Source: an optimization exercise on an open RTL-to-GDS flow (aim: small area). Production flows keep margins and buffers that such runs may drop. In this exercise RTL edits were held to simulation tests only and were not proved equivalent to the original. Power figures rest on the tool's default switching activity, not on a simulated workload.

## tundra
Design top_level, start of the top module:
module top_level(
   input         clk,
   input         rst,
   input  [31:0] wb_addr,   
   input         wb_we,     
   input         wb_stb,   
   input         wb_cyc,   
   input  [31:0] wb_dout,   
   output [31:0] wb_din,    
   output        wb_ack,    
   output        spi_mosi,
   output        spi_sck,
   output        spi_ss,
   input         spi_miso
);
Size: ~1200 cells after synthesis, about 110 I/O pins, about 12000 µm² of cells after synthesis.
Settings: LEC_CHECK=0, ABC_AREA=1, CAP_MARGIN=0, CORE_MARGIN=2, CORE_UTILIZATION=71, CTS_BUF_LIST=sky130_fd_sc_hd__clkbuf_8, CTS_CLUSTER_DIAMETER=60, CTS_CLUSTER_SIZE=18, SLEW_MARGIN=0, SYNTH_HIERARCHICAL=1; clock period 3.5 ns.
standard.sh (not shown) runs the stock make flow with config.mk's settings and CLKGATE_MAP_FILE= SYNTH_SCRIPT=/design/flow/synth_recipe.tcl, a recipe that flattens the netlist after the stock synthesis.
==> flow/flow/run.sh <==
#!/bin/bash
# Own flow: the standard layout, but synthesis maps logic with an
# area-oriented ABC script (flow/area.abc). Each tool's output goes to a log
# file in the work folder.
set -euo pipefail
W=$(pwd)
export OWN_WORK=$W
export OWN_ABC_SCRIPT=$W/flow/area.abc
make -C "$FLOW_HOME" DESIGN_CONFIG="$W/config.mk" WORK_HOME="$W/orfs" CLKGATE_MAP_FILE= \
  SYNTH_SCRIPT="$W/flow/own_synth.tcl" synth > "$W/own_synth.log" 2>&1
export BUFFER_PORTS_ARGS="-buffer_cell sky130_fd_sc_hd__buf_1"
export REMOVE_ABC_BUFFERS=1
bash standard.sh > "$W/standard.log" 2>&1
==> flow/flow/area.abc <==
strash
dch
amap
topo
==> flow/flow/own_synth.tcl <==
proc abc {args} {
  set i [lsearch -exact $args -script]
  if {$i >= 0} { lset args [expr {$i + 1}] $::env(OWN_ABC_SCRIPT) }
  yosys abc {*}$args
}
source $::env(OWN_WORK)/synth_recipe.tcl
## Diff of input files: raven against tundra
--- a/flow/config.mk
+++ b/flow/config.mk
@@ -9,8 +9,9 @@
 export CAP_MARGIN = 0
 export CORE_MARGIN = 2
-export CORE_UTILIZATION = 71
+export CORE_UTILIZATION = 72
 export CTS_BUF_LIST = sky130_fd_sc_hd__clkbuf_8
 export CTS_CLUSTER_DIAMETER = 60
 export CTS_CLUSTER_SIZE = 18
+export SETUP_SLACK_MARGIN = 0.03
 export SLEW_MARGIN = 0
 export SYNTH_HIERARCHICAL = 1
Going from tundra to raven, portion of total power attributed to the clock network shrinks by 0.9 points.
Final cell count is lower on raven
Number of fillers in the final layout was higher in the run labelled tundra.
On die area: raven sits below tundra.
Relative to raven, the following input files were edited for pepper:
--- a/flow/config.mk
+++ b/flow/config.mk
@@ -9,9 +9,8 @@
 export CAP_MARGIN = 0
 export CORE_MARGIN = 2
-export CORE_UTILIZATION = 72
+export CORE_UTILIZATION = 74
 export CTS_BUF_LIST = sky130_fd_sc_hd__clkbuf_8
 export CTS_CLUSTER_DIAMETER = 60
 export CTS_CLUSTER_SIZE = 18
-export SETUP_SLACK_MARGIN = 0.03
 export SLEW_MARGIN = 0
 export SYNTH_HIERARCHICAL = 1
==> comparison <==
On fraction of power consumed by combinational cells, raven and pepper are basically level. When the final numbers for raven and pepper were put side by side, the detailed-router iteration count before antenna repair turned out to be smaller in pepper. For the share of the core filled with cells, pepper came in 1.4 points higher than raven did. As of pepper, non-clock buffer count had risen slightly compared to raven. When the final numbers for raven and pepper were put side by side, the sequential fraction of design power turned out to be smaller in pepper. There was hardly any difference in final routed wirelength across all metal layers between pepper and raven. Looking at initial cell density of the core, pepper sits 1.1 points higher than raven does. Looking at capture point of the critical path, the wb_din[6] result is from pepper; the wb_din[7] one comes from raven. NOTE routed wire length on met2 raven->pepper increased slightly.
Input-level comparison between violet and pepper:
--- a/flow/config.mk
+++ b/flow/config.mk
@@ -7,10 +7,10 @@
 export LEC_CHECK = 0
 export ABC_AREA = 1
-export CAP_MARGIN = 0
+export CAP_MARGIN = 20
 export CORE_MARGIN = 2
-export CORE_UTILIZATION = 74
+export CORE_UTILIZATION = 72
 export CTS_BUF_LIST = sky130_fd_sc_hd__clkbuf_8
 export CTS_CLUSTER_DIAMETER = 60
 export CTS_CLUSTER_SIZE = 18
-export SLEW_MARGIN = 0
+export SLEW_MARGIN = 20
 export SYNTH_HIERARCHICAL = 1
## What came out
- violet ran to completion and came out clean on the timing, design-rule and antenna checks.
- Portion of total power attributed to combinational logic essentially unchanged between violet and pepper.
- pepper consumes more power than violet.
- Of pepper and violet, pepper shows the higher proportion of layout cells with a drive suffix above 1, with violet below it.
Input changes introduced in amber (baseline for comparison: violet):
--- a/flow/flow/run.sh
+++ b/flow/flow/run.sh
@@ -10,4 +10,3 @@
   SYNTH_SCRIPT="$W/flow/own_synth.tcl" synth > "$W/own_synth.log" 2>&1
 export BUFFER_PORTS_ARGS="-buffer_cell sky130_fd_sc_hd__buf_1"
-export REMOVE_ABC_BUFFERS=1
 bash standard.sh > "$W/standard.log" 2>&1
--- a/flow/config.mk
+++ b/flow/config.mk
@@ -7,10 +7,10 @@
 export LEC_CHECK = 0
 export ABC_AREA = 1
-export CAP_MARGIN = 20
+export CAP_MARGIN = 0
 export CORE_MARGIN = 2
-export CORE_UTILIZATION = 72
+export CORE_UTILIZATION = 70
 export CTS_BUF_LIST = sky130_fd_sc_hd__clkbuf_8
 export CTS_CLUSTER_DIAMETER = 60
 export CTS_CLUSTER_SIZE = 18
-export SLEW_MARGIN = 20
+export SLEW_MARGIN = 0
 export SYNTH_HIERARCHICAL = 1
==> results.txt <==
- amber reports its startpoint of the most critical setup path as spi_interface.rd_fifo.addr[0]$_DFF_P_ while violet reports spi_interface.rd_fifo.addr[3]$_DFF_P_.
- Diff violet..amber | total number of clock tree sinks | unchanged
- When the final numbers for violet and amber were put side by side, the cell count of the worst reg-to-reg path turned out to be greater in amber.
- violet has a lower final design instance area without fill than amber.
- From violet to amber the numbers moved as follows: clock latency on the worst-skew pair has remained practically unchanged; met2 wire length has decreased; time the worst path needs with I/O delays and setup has decreased.

## afterwards: timing with drivers on the ports
No port has a modelled driver above. Below, the same layouts with a new extraction and two added sets of constraints. Step 1 assumes that a clkbuf_16 drives the clock port and a buf_2 every other input. Step 2 moves the port delays by t, midway between the first and last clock arrival at a register: inputs arrive t later, outputs are due t later. That takes back most of the time a late clock gives input paths. Three values: no drivers, after step 1, after step 2; two values: the first two.
| run | shift t [ns] | setup WS [ns] | worst setup path at the end | latest minus earliest clock arrival (ns) |
|---|---|---|---|---|
| tundra | 0.583 | 0.055 / 0.018 / 0.211 | input to register | 0.017 / 0.017 |
| raven | 0.582 | 0.096 / 0.062 / 0.191 | input to register | 0.020 / 0.020 |
| pepper | 0.591 | 0.126 / 0.090 / 0.171 | input to register | 0.030 / 0.030 |
| violet | 0.581 | 0.135 / 0.102 / 0.200 | input to register | 0.019 / 0.019 |
| amber | 0.583 | 0.167 / 0.129 / 0.186 | input to register | 0.018 / 0.018 |
After both steps every run listed still meets setup and hold.
